Context: an optimization exercise on an open-source flow, tuned for small area and a short achievable clock period. The choices shown serve that exercise and are no tape-out recipe. Power figures rest on the tool's default switching activity, not on a simulated workload.

==> v2 <==
==> flow/design.v <==
module decoder7 (In, Out);
	input [3:0] In;
	output reg [6:0] Out;
	always @(*)
		case (In)
			4'h0 : Out = 7'h40;
			4'h1 : Out = 7'h79;
			4'h2 : Out = 7'h24;
			4'h3 : Out = 7'h30;
			4'h4 : Out = 7'h19;
			4'h5 : Out = 7'h12;
			4'h6 : Out = 7'h02;
			4'h7 : Out = 7'h78;
			4'h8 : Out = 7'h00;
			4'h9 : Out = 7'h10;
			4'hA : Out = 7'h08;
			4'hB : Out = 7'h03;
			4'hC : Out = 7'h46;
			4'hD : Out = 7'h21;
			4'hE : Out = 7'h06;
			default : Out = 7'h0E;
		endcase
endmodule
module ula(
	input [2:0] Op,
	input Sub,
	input Zb,
	input [15:0] A,
	input [15:0] B,
	input [15:0] Imm,
	output wire [15:0] Sum,
	output reg [15:0] S
);
wire [15:0] b = (B & {16{~Zb}}) ^ {16{Sub}};
wire [15:0] i = Imm ^ {16{Sub}};
wire [15:0] s = A ^ b ^ i;
wire [15:0] c = (A & b) | (A & i) | (b & i);
wire [16:0] t = {s, Sub} + {c[14:0], Sub, Sub};
assign Sum = t[16:1];
always @(*)
	case (Op)
		3'd2: S = A & B & Imm;
		3'd3: S = A | B | Imm;
		3'd4: S = A ^ B ^ Imm;
		default: S = Sum;
	endcase
endmodule
module comparador (
	input [15:0] A,
	input [15:0] B,
	output wire eq,
	output wire lt
);
assign eq = (A == B);
assign lt = ($signed(A) < $signed(B));
endmodule
module controle(
	input [3:0] Opcode,
	output wire WE,     
	output wire Link,   
	output wire Sub,    
	output wire jalr,   
	output wire jal,
	output wire beq,
	output wire bne,
	output wire bge,
	output wire blt
);
assign beq  = Opcode == 4'd5;
assign bne  = Opcode == 4'd6;
assign bge  = Opcode == 4'd7;
assign blt  = Opcode == 4'd9;
assign jal  = Opcode == 4'd11;
assign jalr = Opcode == 4'd12;
assign Link = jal | jalr;
assign Sub  = Opcode == 4'd1;
assign WE   = (Opcode <= 4'd4) | Link;
endmodule
module pc(
	input [15:0] Pc,
	input [15:0] Imm,
	input [15:0] Sum,
	input jalr,
	input take,
	output wire [15:0] Inc,
	output wire [15:0] E
);
assign Inc = Pc + 16'd1;
wire [15:0] Tgt = Pc + Imm;
assign E = jalr ? Sum : (take ? Tgt : Inc);
endmodule
module aoi222(input a1, input a2, input b1, input b2, input c1, input c2, output y);
assign y = ~((a1 & a2) | (b1 & b2) | (c1 & c2));
endmodule
module nand5(input a, input b, input c, input d, input e, output y);
assign y = ~(a & b & c & d & e);
endmodule
module rdbit(input [14:0] r, input [14:0] s, output y);
wire [4:0] n;
genvar i;
generate for (i = 0; i < 5; i = i + 1) begin : g
	aoi222 u(.a1(r[3*i]), .a2(s[3*i]), .b1(r[3*i+1]), .b2(s[3*i+1]),
		.c1(r[3*i+2]), .c2(s[3*i+2]), .y(n[i]));
end endgenerate
nand5 u5(.a(n[0]), .b(n[1]), .c(n[2]), .d(n[3]), .e(n[4]), .y(y));
endmodule
module registrador(input [239:0] Q, input [14:0] s, output [15:0] A);
genvar b, k;
generate for (b = 0; b < 16; b = b + 1) begin : bt
	wire [14:0] r;
	for (k = 0; k < 15; k = k + 1) begin : kk
		assign r[k] = Q[16*k + b];
	end
	rdbit u(.r(r), .s(s), .y(A[b]));
end endgenerate
endmodule
module display(
	input [1:0] sel,
	input [15:0] pc,
	input [31:0] inst,
	input [15:0] A,
	input [15:0] B,
	output [55:0] hex
);
reg [15:0] lo;
always @(*)
	case (sel)
		2'b00: lo = pc;
		2'b01: lo = inst[15:0];
		2'b11: lo = A;
		default: lo = B;
	endcase
wire hi_on = (sel == 2'b01);
genvar k;
generate for (k = 0; k < 4; k = k + 1) begin : d
	wire [6:0] l, h;
	decoder7 dl(.In(lo[4*k+3:4*k]), .Out(l));
	decoder7 dh(.In(inst[4*k+19:4*k+16]), .Out(h));
	assign hex[7*k+6:7*k] = l;
	assign hex[7*k+34:7*k+28] = h & {7{hi_on}};
end endgenerate
endmodule
module zepto_cpu(
	input clk,
	input rst_n,
	input [1:0] disp_sel,
	input [31:0] inst,
	output reg [15:0] pc,
	output wire [6:0] HEX0,
	output wire [6:0] HEX1,
	output wire [6:0] HEX2,
	output wire [6:0] HEX3,
	output wire [6:0] HEX4,
	output wire [6:0] HEX5,
	output wire [6:0] HEX6,
	output wire [6:0] HEX7,
	output [15:0] VerRA
);
wire [3:0] Rd = inst[7:4];
wire [3:0] Ra = inst[11:8];
wire [3:0] Rb = inst[15:12];
wire [15:0] Imm = inst[31:16];
wire WE, Link, Sub, jalr, jal, beq, bne, bge, blt;
controle U3(.Opcode(inst[3:0]), .WE(WE), .Link(Link), .Sub(Sub), .jalr(jalr),
	.jal(jal), .beq(beq), .bne(bne), .bge(bge), .blt(blt));
reg [239:0] rf;
wire [15:0] sa = 16'd1 << Ra;
wire [15:0] sb = 16'd1 << Rb;
wire [15:0] A, B;
registrador RA(.Q(rf), .s(sa[15:1]), .A(A));
registrador RB(.Q(rf), .s(sb[15:1]), .A(B));
assign VerRA = A;
wire eq, lt;
comparador U6(.A(A), .B(B), .eq(eq), .lt(lt));
wire [15:0] Sum, S;
ula U7(.Op(inst[2:0]), .Sub(Sub), .Zb(jalr), .A(A), .B(B), .Imm(Imm), .Sum(Sum), .S(S));
wire take = (beq & eq) | (bne & ~eq) | (bge & ~lt) | (blt & lt) | jal;
wire [15:0] Inc, E;
pc U1(.Pc(pc), .Imm(Imm), .Sum(Sum), .jalr(jalr), .take(take), .Inc(Inc), .E(E));
always @(posedge clk)
	if (!rst_n) pc <= 16'd0;
	else pc <= E;
wire [15:0] D = Link ? Inc : S;
wire [15:0] Dm = D & {16{rst_n}};
wire [15:0] wd = 16'd1 << Rd;
genvar g;
generate for (g = 1; g < 16; g = g + 1) begin : w
	wire en = (WE & wd[g]) | ~rst_n;
	always @(posedge clk)
		if (en) rf[16*g-1:16*g-16] <= Dm;
end endgenerate
wire [55:0] hex;
display U9(.sel(disp_sel), .pc(pc), .inst(inst), .A(A), .B(B), .hex(hex));
assign {HEX7, HEX6, HEX5, HEX4, HEX3, HEX2, HEX1, HEX0} = hex;
endmodule
==> flow/run.sh <==
#!/bin/bash
# synth_recipe.tcl (not shown) runs the flow's synth.tcl, then flattens the netlist and writes it again
# the make line also repeats each setting of config.mk as NAME=value (left out here)
make -C /OpenROAD-flow-scripts/flow DESIGN_CONFIG=/design/flow/config.mk WORK_HOME=/design/flow/orfs CLKGATE_MAP_FILE= SYNTH_SCRIPT=/design/flow/synth_recipe.tcl finish
==> flow/config.mk <==
export PLATFORM = sky130hd
export DESIGN_NAME = zepto_cpu
export DESIGN_NICKNAME = zepto_cpu
export VERILOG_FILES = /design/flow/design.v
export SDC_FILE = /design/flow/constraint.sdc
export NUM_CORES = 4
export LEC_CHECK = 0
export CAP_MARGIN = 20
export CORE_MARGIN = 2
export CORE_UTILIZATION = 40
export SETUP_SLACK_MARGIN = 5
export SLEW_MARGIN = 20
export SYNTH_HIERARCHICAL = 1
==> flow/constraint.sdc <==
create_clock -name core_clock -period 12.0 [get_ports {clk}]
set_input_delay 2.4000 -clock core_clock [delete_from_list [all_inputs] [get_ports {clk}]]
set_output_delay 2.4000 -clock core_clock [all_outputs]
set_load 0.01 [all_outputs]
==> v22 (differences from v2) <==
--- a/flow/design.v
+++ b/flow/design.v
@@ -22,36 +22,88 @@
 		endcase
 endmodule
+module bkadd #(parameter N = 16) (
+	input [N-1:0] X,
+	input [N-1:0] Y,
+	input ci,
+	output [N-1:0] S
+);
+wire [N-1:0] p = X ^ Y;
+reg [N-1:0] G, P;
+integer k, d;
+always @(*) begin
+	G = X & Y;
+	G[0] = G[0] | (p[0] & ci);
+	P = p;
+	for (d = 1; d < N; d = d * 2)
+		for (k = 2*d - 1; k < N; k = k + 2*d) begin
+			G[k] = G[k] | (P[k] & G[k-d]);
+			P[k] = P[k] & P[k-d];
+		end
+	for (d = N / 4; d >= 1; d = d / 2)
+		for (k = 3*d - 1; k < N; k = k + 2*d) begin
+			G[k] = G[k] | (P[k] & G[k-d]);
+			P[k] = P[k] & P[k-d];
+		end
+end
+assign S = p ^ {G[N-2:0], ci};
+endmodule
+module csabit(input a, input bb, input ii, input zb, input ib, input br, input sub,
+	output s, output c);
+wire b = (bb & ~zb) ^ ib;
+wire i = (ii & ~br) ^ sub;
+assign s = a ^ b ^ i;
+assign c = (a & b) | (a & i) | (b & i);
+endmodule
+module resbit(input s, input c, input sum, input inc,
+	input kL, input k1, input k2, input kS, input kI, output d);
+assign d = (s & c & kL) | (s & k1) | (c & k2) | (sum & kS) | (inc & kI);
+endmodule
 module ula(
-	input [2:0] Op,
-	input Sub,
-	input Zb,
+	input [3:0] Opcode,
+	input Sub,      
+	input Br,       
+	input Zb,       
+	input Link,     
+	input rst_n,
 	input [15:0] A,
 	input [15:0] B,
 	input [15:0] Imm,
+	input [15:0] Inc,
+	output wire [15:0] s,
 	output wire [15:0] Sum,
-	output reg [15:0] S
-);
-wire [15:0] b = (B & {16{~Zb}}) ^ {16{Sub}};
-wire [15:0] i = Imm ^ {16{Sub}};
-wire [15:0] s = A ^ b ^ i;
-wire [15:0] c = (A & b) | (A & i) | (b & i);
-wire [16:0] t = {s, Sub} + {c[14:0], Sub, Sub};
-assign Sum = t[16:1];
-always @(*)
-	case (Op)
-		3'd2: S = A & B & Imm;
-		3'd3: S = A | B | Imm;
-		3'd4: S = A ^ B ^ Imm;
-		default: S = Sum;
-	endcase
+	output wire [15:0] Dm
+);
+wire ib = Sub | Br;
+wire [15:0] c;
+genvar k;
+generate for (k = 0; k < 16; k = k + 1) begin : bt
+	csabit u(.a(A[k]), .bb(B[k]), .ii(Imm[k]), .zb(Zb), .ib(ib), .br(Br), .sub(Sub),
+		.s(s[k]), .c(c[k]));
+end endgenerate
+bkadd #(16) add(.X(s), .Y({c[14:0], ib}), .ci(Sub), .S(Sum));
+wire op2 = Opcode == 4'd2;
+wire op3 = Opcode == 4'd3;
+wire op4 = Opcode == 4'd4;
+wire kL = (op2 | op3 | op4) & rst_n;
+wire k1 = (op3 | op4) & rst_n;
+wire k2 = op3 & rst_n;
+wire kS = (Opcode[3:1] == 3'd0) & rst_n;
+wire kI = Link & rst_n;
+generate for (k = 0; k < 16; k = k + 1) begin : rb
+	resbit u(.s(s[k]), .c(c[k]), .sum(Sum[k]), .inc(Inc[k]),
+		.kL(kL), .k1(k1), .k2(k2), .kS(kS), .kI(kI), .d(Dm[k]));
+end endgenerate
 endmodule
 module comparador (
-	input [15:0] A,
-	input [15:0] B,
-	output wire eq,
-	output wire lt
-);
-assign eq = (A == B);
-assign lt = ($signed(A) < $signed(B));
+	input [15:0] s,
+	input A15,
+	input B15,
+	input D15,
+	input beq, input bne, input bge, input blt, input jal,
+	output take
+);
+wire eq = &s;
+wire lt = (A15 ^ B15) ? A15 : D15;
+assign take = (beq & eq) | (bne & ~eq) | (bge & ~lt) | (blt & lt) | jal;
 endmodule
 module controle(
@@ -60,4 +112,5 @@
 	output wire Link,   
 	output wire Sub,    
+	output wire Br,     
 	output wire jalr,   
 	output wire jal,
@@ -71,4 +124,5 @@
 assign bge  = Opcode == 4'd7;
 assign blt  = Opcode == 4'd9;
+assign Br   = beq | bne | bge | blt;
 assign jal  = Opcode == 4'd11;
 assign jalr = Opcode == 4'd12;
@@ -76,4 +130,16 @@
 assign Sub  = Opcode == 4'd1;
 assign WE   = (Opcode <= 4'd4) | Link;
+endmodule
+module incr(input [15:0] X, output [15:0] S);
+wire [16:0] c;
+assign c[0] = 1'b1;
+genvar k;
+generate for (k = 0; k < 16; k = k + 1) begin : h
+	assign S[k] = X[k] ^ c[k];
+	assign c[k+1] = X[k] & c[k];
+end endgenerate
+endmodule
+module pcbit(input sum, input tgt, input inc, input kJ, input kT, input kI, output e);
+assign e = (sum & kJ) | (tgt & kT) | (inc & kI);
 endmodule
 module pc(
@@ -83,10 +149,18 @@
 	input jalr,
 	input take,
+	input rst_n,
 	output wire [15:0] Inc,
 	output wire [15:0] E
 );
-assign Inc = Pc + 16'd1;
-wire [15:0] Tgt = Pc + Imm;
-assign E = jalr ? Sum : (take ? Tgt : Inc);
+incr inc(.X(Pc), .S(Inc));
+wire [15:0] Tgt;
+bkadd #(16) tgt(.X(Pc), .Y(Imm), .ci(1'b0), .S(Tgt));
+wire kJ = jalr & rst_n;
+wire kT = ~jalr & take & rst_n;
+wire kI = ~jalr & ~take & rst_n;
+genvar k;
+generate for (k = 0; k < 16; k = k + 1) begin : b
+	pcbit u(.sum(Sum[k]), .tgt(Tgt[k]), .inc(Inc[k]), .kJ(kJ), .kT(kT), .kI(kI), .e(E[k]));
+end endgenerate
 endmodule
 module aoi222(input a1, input a2, input b1, input b2, input c1, input c2, output y);
@@ -161,6 +235,6 @@
 wire [3:0] Rb = inst[15:12];
 wire [15:0] Imm = inst[31:16];
-wire WE, Link, Sub, jalr, jal, beq, bne, bge, blt;
-controle U3(.Opcode(inst[3:0]), .WE(WE), .Link(Link), .Sub(Sub), .jalr(jalr),
+wire WE, Link, Sub, Br, jalr, jal, beq, bne, bge, blt;
+controle U3(.Opcode(inst[3:0]), .WE(WE), .Link(Link), .Sub(Sub), .Br(Br), .jalr(jalr),
 	.jal(jal), .beq(beq), .bne(bne), .bge(bge), .blt(blt));
 reg [239:0] rf;
@@ -171,16 +245,13 @@
 registrador RB(.Q(rf), .s(sb[15:1]), .A(B));
 assign VerRA = A;
-wire eq, lt;
-comparador U6(.A(A), .B(B), .eq(eq), .lt(lt));
-wire [15:0] Sum, S;
-ula U7(.Op(inst[2:0]), .Sub(Sub), .Zb(jalr), .A(A), .B(B), .Imm(Imm), .Sum(Sum), .S(S));
-wire take = (beq & eq) | (bne & ~eq) | (bge & ~lt) | (blt & lt) | jal;
-wire [15:0] Inc, E;
-pc U1(.Pc(pc), .Imm(Imm), .Sum(Sum), .jalr(jalr), .take(take), .Inc(Inc), .E(E));
+wire [15:0] s, Sum, Dm, Inc, E;
+ula U7(.Opcode(inst[3:0]), .Sub(Sub), .Br(Br), .Zb(jalr), .Link(Link), .rst_n(rst_n),
+	.A(A), .B(B), .Imm(Imm), .Inc(Inc), .s(s), .Sum(Sum), .Dm(Dm));
+wire take;
+comparador U6(.s(s), .A15(A[15]), .B15(B[15]), .D15(Sum[15]),
+	.beq(beq), .bne(bne), .bge(bge), .blt(blt), .jal(jal), .take(take));
+pc U1(.Pc(pc), .Imm(Imm), .Sum(Sum), .jalr(jalr), .take(take), .rst_n(rst_n), .Inc(Inc), .E(E));
 always @(posedge clk)
-	if (!rst_n) pc <= 16'd0;
-	else pc <= E;
-wire [15:0] D = Link ? Inc : S;
-wire [15:0] Dm = D & {16{rst_n}};
+	pc <= E;
 wire [15:0] wd = 16'd1 << Rd;
 genvar g;
==> v18 (differences from v2) <==
--- a/flow/design.v
+++ b/flow/design.v
@@ -22,36 +22,88 @@
 		endcase
 endmodule
+module bkadd #(parameter N = 16) (
+	input [N-1:0] X,
+	input [N-1:0] Y,
+	input ci,
+	output [N-1:0] S
+);
+wire [N-1:0] p = X ^ Y;
+reg [N-1:0] G, P;
+integer k, d;
+always @(*) begin
+	G = X & Y;
+	G[0] = G[0] | (p[0] & ci);
+	P = p;
+	for (d = 1; d < N; d = d * 2)
+		for (k = 2*d - 1; k < N; k = k + 2*d) begin
+			G[k] = G[k] | (P[k] & G[k-d]);
+			P[k] = P[k] & P[k-d];
+		end
+	for (d = N / 4; d >= 1; d = d / 2)
+		for (k = 3*d - 1; k < N; k = k + 2*d) begin
+			G[k] = G[k] | (P[k] & G[k-d]);
+			P[k] = P[k] & P[k-d];
+		end
+end
+assign S = p ^ {G[N-2:0], ci};
+endmodule
+module csabit(input a, input bb, input ii, input zb, input ib, input br, input sub,
+	output s, output c);
+wire b = (bb & ~zb) ^ ib;
+wire i = (ii & ~br) ^ sub;
+assign s = a ^ b ^ i;
+assign c = (a & b) | (a & i) | (b & i);
+endmodule
+module resbit(input s, input c, input sum, input inc,
+	input kL, input k1, input k2, input kS, input kI, output d);
+assign d = (s & c & kL) | (s & k1) | (c & k2) | (sum & kS) | (inc & kI);
+endmodule
 module ula(
-	input [2:0] Op,
-	input Sub,
-	input Zb,
+	input [3:0] Opcode,
+	input Sub,      
+	input Br,       
+	input Zb,       
+	input Link,     
+	input rst_n,
 	input [15:0] A,
 	input [15:0] B,
 	input [15:0] Imm,
+	input [15:0] Inc,
+	output wire [15:0] s,
 	output wire [15:0] Sum,
-	output reg [15:0] S
-);
-wire [15:0] b = (B & {16{~Zb}}) ^ {16{Sub}};
-wire [15:0] i = Imm ^ {16{Sub}};
-wire [15:0] s = A ^ b ^ i;
-wire [15:0] c = (A & b) | (A & i) | (b & i);
-wire [16:0] t = {s, Sub} + {c[14:0], Sub, Sub};
-assign Sum = t[16:1];
-always @(*)
-	case (Op)
-		3'd2: S = A & B & Imm;
-		3'd3: S = A | B | Imm;
-		3'd4: S = A ^ B ^ Imm;
-		default: S = Sum;
-	endcase
+	output wire [15:0] Dm
+);
+wire ib = Sub | Br;
+wire [15:0] c;
+genvar k;
+generate for (k = 0; k < 16; k = k + 1) begin : bt
+	csabit u(.a(A[k]), .bb(B[k]), .ii(Imm[k]), .zb(Zb), .ib(ib), .br(Br), .sub(Sub),
+		.s(s[k]), .c(c[k]));
+end endgenerate
+bkadd #(16) add(.X(s), .Y({c[14:0], ib}), .ci(Sub), .S(Sum));
+wire op2 = Opcode == 4'd2;
+wire op3 = Opcode == 4'd3;
+wire op4 = Opcode == 4'd4;
+wire kL = (op2 | op3 | op4) & rst_n;
+wire k1 = (op3 | op4) & rst_n;
+wire k2 = op3 & rst_n;
+wire kS = (Opcode[3:1] == 3'd0) & rst_n;
+wire kI = Link & rst_n;
+generate for (k = 0; k < 16; k = k + 1) begin : rb
+	resbit u(.s(s[k]), .c(c[k]), .sum(Sum[k]), .inc(Inc[k]),
+		.kL(kL), .k1(k1), .k2(k2), .kS(kS), .kI(kI), .d(Dm[k]));
+end endgenerate
 endmodule
 module comparador (
-	input [15:0] A,
-	input [15:0] B,
-	output wire eq,
-	output wire lt
-);
-assign eq = (A == B);
-assign lt = ($signed(A) < $signed(B));
+	input [15:0] s,
+	input A15,
+	input B15,
+	input D15,
+	input beq, input bne, input bge, input blt, input jal,
+	output take
+);
+wire eq = &s;
+wire lt = (A15 ^ B15) ? A15 : D15;
+assign take = (beq & eq) | (bne & ~eq) | (bge & ~lt) | (blt & lt) | jal;
 endmodule
 module controle(
@@ -60,4 +112,5 @@
 	output wire Link,   
 	output wire Sub,    
+	output wire Br,     
 	output wire jalr,   
 	output wire jal,
@@ -71,4 +124,5 @@
 assign bge  = Opcode == 4'd7;
 assign blt  = Opcode == 4'd9;
+assign Br   = beq | bne | bge | blt;
 assign jal  = Opcode == 4'd11;
 assign jalr = Opcode == 4'd12;
@@ -76,4 +130,16 @@
 assign Sub  = Opcode == 4'd1;
 assign WE   = (Opcode <= 4'd4) | Link;
+endmodule
+module incr(input [15:0] X, output [15:0] S);
+wire [16:0] c;
+assign c[0] = 1'b1;
+genvar k;
+generate for (k = 0; k < 16; k = k + 1) begin : h
+	assign S[k] = X[k] ^ c[k];
+	assign c[k+1] = X[k] & c[k];
+end endgenerate
+endmodule
+module pcbit(input sum, input tgt, input inc, input kJ, input kT, input kI, output e);
+assign e = (sum & kJ) | (tgt & kT) | (inc & kI);
 endmodule
 module pc(
@@ -83,10 +149,18 @@
 	input jalr,
 	input take,
+	input rst_n,
 	output wire [15:0] Inc,
 	output wire [15:0] E
 );
-assign Inc = Pc + 16'd1;
-wire [15:0] Tgt = Pc + Imm;
-assign E = jalr ? Sum : (take ? Tgt : Inc);
+incr inc(.X(Pc), .S(Inc));
+wire [15:0] Tgt;
+bkadd #(16) tgt(.X(Pc), .Y(Imm), .ci(1'b0), .S(Tgt));
+wire kJ = jalr & rst_n;
+wire kT = ~jalr & take & rst_n;
+wire kI = ~jalr & ~take & rst_n;
+genvar k;
+generate for (k = 0; k < 16; k = k + 1) begin : b
+	pcbit u(.sum(Sum[k]), .tgt(Tgt[k]), .inc(Inc[k]), .kJ(kJ), .kT(kT), .kI(kI), .e(E[k]));
+end endgenerate
 endmodule
 module aoi222(input a1, input a2, input b1, input b2, input c1, input c2, output y);
@@ -161,6 +235,6 @@
 wire [3:0] Rb = inst[15:12];
 wire [15:0] Imm = inst[31:16];
-wire WE, Link, Sub, jalr, jal, beq, bne, bge, blt;
-controle U3(.Opcode(inst[3:0]), .WE(WE), .Link(Link), .Sub(Sub), .jalr(jalr),
+wire WE, Link, Sub, Br, jalr, jal, beq, bne, bge, blt;
+controle U3(.Opcode(inst[3:0]), .WE(WE), .Link(Link), .Sub(Sub), .Br(Br), .jalr(jalr),
 	.jal(jal), .beq(beq), .bne(bne), .bge(bge), .blt(blt));
 reg [239:0] rf;
@@ -171,16 +245,13 @@
 registrador RB(.Q(rf), .s(sb[15:1]), .A(B));
 assign VerRA = A;
-wire eq, lt;
-comparador U6(.A(A), .B(B), .eq(eq), .lt(lt));
-wire [15:0] Sum, S;
-ula U7(.Op(inst[2:0]), .Sub(Sub), .Zb(jalr), .A(A), .B(B), .Imm(Imm), .Sum(Sum), .S(S));
-wire take = (beq & eq) | (bne & ~eq) | (bge & ~lt) | (blt & lt) | jal;
-wire [15:0] Inc, E;
-pc U1(.Pc(pc), .Imm(Imm), .Sum(Sum), .jalr(jalr), .take(take), .Inc(Inc), .E(E));
+wire [15:0] s, Sum, Dm, Inc, E;
+ula U7(.Opcode(inst[3:0]), .Sub(Sub), .Br(Br), .Zb(jalr), .Link(Link), .rst_n(rst_n),
+	.A(A), .B(B), .Imm(Imm), .Inc(Inc), .s(s), .Sum(Sum), .Dm(Dm));
+wire take;
+comparador U6(.s(s), .A15(A[15]), .B15(B[15]), .D15(Sum[15]),
+	.beq(beq), .bne(bne), .bge(bge), .blt(blt), .jal(jal), .take(take));
+pc U1(.Pc(pc), .Imm(Imm), .Sum(Sum), .jalr(jalr), .take(take), .rst_n(rst_n), .Inc(Inc), .E(E));
 always @(posedge clk)
-	if (!rst_n) pc <= 16'd0;
-	else pc <= E;
-wire [15:0] D = Link ? Inc : S;
-wire [15:0] Dm = D & {16{rst_n}};
+	pc <= E;
 wire [15:0] wd = 16'd1 << Rd;
 genvar g;
- TNS_END_PERCENT: not set -> 5
==> qor summary <==
	v18	v2	v22
Switching Power	1.15 mW	1.82 mW	1.20 mW
Post-cts gate resize count	306	366	298
Synthesized area divided by synthesized cell count	13.3 µm²	11.3 µm²	13.3 µm²
Total met2 wirelength after detailed routing	25600 µm	31100 µm	27400 µm
Initial cell density of the core	0.407	0.403	0.407
Skew final	0.0155 ns	0.0140 ns	0.0235 ns
Worst Reg-to-Reg Cells	22	19	22
Filler Cells Inserted	3397	3731	3234
Proportion of power drawn by the clock network	0.233	0.189	0.242
Post-Route M1 WL	20400 µm	24300 µm	21500 µm
Proportion of power drawn by combinational gates	0.391	0.473	0.397
Maximum number of pins on one net before global-route repair	45	48	47
Register share of total power	0.376	0.338	0.361
Status	no timing/DRC/antenna violations	no timing/DRC/antenna violations	no timing/DRC/antenna violations
Area used by multi-input combinational logic	8810 µm²	10600 µm²	9320 µm²
No run of this note included a check of the RTL's function; only the layout flow was run.

[afterwards: timing with drivers on the ports]
Ports are ideal in the flow. The routed layouts listed here were re-timed in OpenROAD.
Step 1 sets driving cells, clkbuf_16 on the clock port and buf_2 on the other inputs (assumed; they add their load-dependent delay and slew).
Step 2 times the ports against the registers' clock, not the clock port: input delays grow and output delays shrink by t, the midpoint of the rising clock arrivals with the driver on.
Three values: no drivers, after step 1, after step 2; two values: the first two.
run	shift t [ns]	slack for setup (ns)	latest minus earliest clock arrival (ns)	worst slew at a driven data input, ns	pins driven straight from the clock port
v2	0.631	4.222 / 4.131 / 4.131	0.013 / 0.014	0.09	1
v22	0.585	4.175 / 4.086 / 3.770	0.024 / 0.024	0.14	1
v18	0.597	4.301 / 4.247 / 3.753	0.015 / 0.016	0.07	1
After both steps setup and hold are still met in every run listed. For v18, which loses most, drivers alone change the setup slack by -0.054 ns; drivers and shift together by -0.548 ns.
